This is an optimization exercise on Yosys and OpenROAD, whose aim is small area, not a production implementation.
The RTL was checked by simulation tests, not by an equivalence proof against the original design.

== old ==
Design filter, start of the top module:
module filter (
input logic clk, enable,
input logic signed [15:0] inData,
output logic signed [15:0] outData
);
For scale: ~2,600 cells after synthesis, ~690 flip-flops, ~51,000 um^2 of cells after synthesis.
Settings: LEC_CHECK=0, CAP_MARGIN=20, CORE_MARGIN=2, CORE_UTILIZATION=45, CTS_BUF_LIST=sky130_fd_sc_hd__clkbuf_16, CTS_CLUSTER_DIAMETER=60, CTS_CLUSTER_SIZE=30, GPL_TIMING_DRIVEN=0, SLEW_MARGIN=20, SYNTH_HIERARCHICAL=1; clock period 6.5 ns.
run.sh (not shown) runs the stock make flow with config.mk's settings and CLKGATE_MAP_FILE= SYNTH_SCRIPT=/design/flow/synth_recipe.tcl, a recipe that flattens the netlist after the stock synthesis.
> inputs changed (old -> new)
Settings: CTS_BUF_LIST now sky130_fd_sc_hd__clkbuf_8, was sky130_fd_sc_hd__clkbuf_16; CTS_CLUSTER_SIZE now 20, was 30; CORE_UTILIZATION now 65, was 45; CTS_CLUSTER_DIAMETER now 50, was 60.
Notes after the runs:
Every stage of the flow completed for new, and the final layout passed the timing, design-rule and antenna checks.
Compared with old, in new non-clock buffer count lost about 2.3%; sequential share of layout area picked up an extra 0.70 points.
new vs old: total CTS buffers up in new
The pin count of the biggest net entering global routing of new is higher than that of old.
Looking at placement-stage cell area, new sits about 1.1% lower than old does.
Higher total detailed-routing wirelength was reported by old, not new.
The run showing the greater first-iteration DRC count is new.
Area growth from synthesis to layout (new over old): decrease, 2.2 points

---

Setup of job 1631:
filter, a different RTL version from the one above (not shown whole).
For scale: roughly 2500 cells after synthesis, ~34 I/O pins.
Settings: LEC_CHECK=0, CAP_MARGIN=5, CORE_MARGIN=2, CORE_UTILIZATION=45, CTS_BUF_LIST=sky130_fd_sc_hd__clkbuf_8, CTS_CLUSTER_DIAMETER=50, CTS_CLUSTER_SIZE=20, GPL_TIMING_DRIVEN=0, SLEW_MARGIN=5, SYNTH_HIERARCHICAL=1; clock period 6.5 ns.
Job 1631: no failed stages, no open violations at the end
Inputs modified between job 1631 and job 4051:
Settings: swapping 5 for 20 in SLEW_MARGIN; swapping 5 for 20 in CAP_MARGIN; swapping 20 for 22 in CTS_CLUSTER_SIZE; putting PLACE_DENSITY at 0.75 where nothing was set; swapping 50 for 55 in CTS_CLUSTER_DIAMETER.
==> comparison <==
- Diff job 1631 -> job 4051: proportion of cell area occupied by registers moved up, routed metal-1 wire length moved up.
- Job 4051 vs. job 1631: clock skew increased 0.023 ns; post-route core utilization fell 0.26 points; remaining max-slew budget at the tightest pin went up by 21 points; antenna diode count dropped 1.
- On clock transition at the registers of the reported paths, job 1631 and job 4051 are neck and neck.
- Any difference in number of nets at the end of the flow between job 1631 and job 4051 is small enough to ignore.
- Sum of routed wire length over all layers delta for job 4051 relative to job 1631: 0.93% lower
diff inputs: job 4051 => job 6003
Settings: CTS_CLUSTER_SIZE changed from 22 to 20; PLACE_DENSITY removed (was 0.75); CTS_CLUSTER_DIAMETER changed from 55 to 50.
Findings:
Via count of the first global-routing pass delta for job 6003 relative to job 4051: 353 lower. For the count of clock-buffer cells in the layout, job 6003 came in 13% higher than job 4051 did. As far as overall overflow remaining after global route goes, job 6003 and job 4051 are indistinguishable; the numbers are identical. Job 6003: final weighted congestion of routability-driven global placement higher than job 4051.
--- input diff job 6003..job 6224 ---
Settings: changing CORE_UTILIZATION from 45 to 58; changing CTS_CLUSTER_SIZE from 20 to 22; setting PLACE_DENSITY to 0.8 for the first time; changing CTS_CLUSTER_DIAMETER from 50 to 55.
Notes after the runs:
Job 6224 and job 6003 ended up with roughly the same clock latency reported for the late side of the worst-skew pair.
ha_1 as the slowest stage cell on the critical path was reported by job 6224, and fa_1 by job 6003.
Where initial DRC count is concerned, job 6003 is better than job 6224.
Status: fmax parity (job 6224, job 6003)
[job 6224 vs job 6003] initial core utilization: higher in job 6224
The worst setup path endpoint comes out q2950$_DFF_P_ in one run and q2999$_DFF_P_ in the other, namely in job 6224 and job 6003 respectively.
Job 6224 vs job 6003, critical path startpoint: x[11][6]$_DFFE_PP_ vs x[14][4]$_DFFE_PP_
Comparing peak fanout along the critical path for job 6224 and job 6003, the bigger number came from job 6224.

==> port drivers added, routing unchanged <==
Ports are ideal in the flow. The routed layouts listed here were re-timed in OpenROAD.
Step 1, drivers: a clkbuf_16 drives clk and a buf_2 each remaining input, both assumed.
Step 2 moves the port delays by t, midway between the first and last clock arrival at a register: inputs arrive t later, outputs are due t later. That takes back most of the time a late clock gives input paths.
a / b / c = ideal / step 1 / step 2; a / b = the first two.
| run | t (ns) | slack for setup (ns) | worst setup path at the end | latest minus earliest clock arrival (ns) | cell pins on the clock port's net |
|---|---|---|---|---|---|
| old | 0.738 | 0.106 / 0.106 / 0.106 | register to register | 0.044 / 0.044 | 1 |
| new | 0.804 | 0.089 / 0.089 / 0.089 | register to register | 0.058 / 0.058 | 1 |
| job 1631 | 0.828 | 0.153 / 0.153 / 0.153 | register to register | 0.058 / 0.058 | 1 |
| job 4051 | 0.786 | 0.167 / 0.167 / 0.167 | register to register | 0.078 / 0.078 | 1 |
| job 6003 | 0.821 | 0.140 / 0.140 / 0.140 | register to register | 0.060 / 0.059 | 1 |
| job 6224 | 0.822 | 0.128 / 0.128 / 0.128 | register to register | 0.057 / 0.057 | 1 |
After both steps every run listed still meets setup and hold.
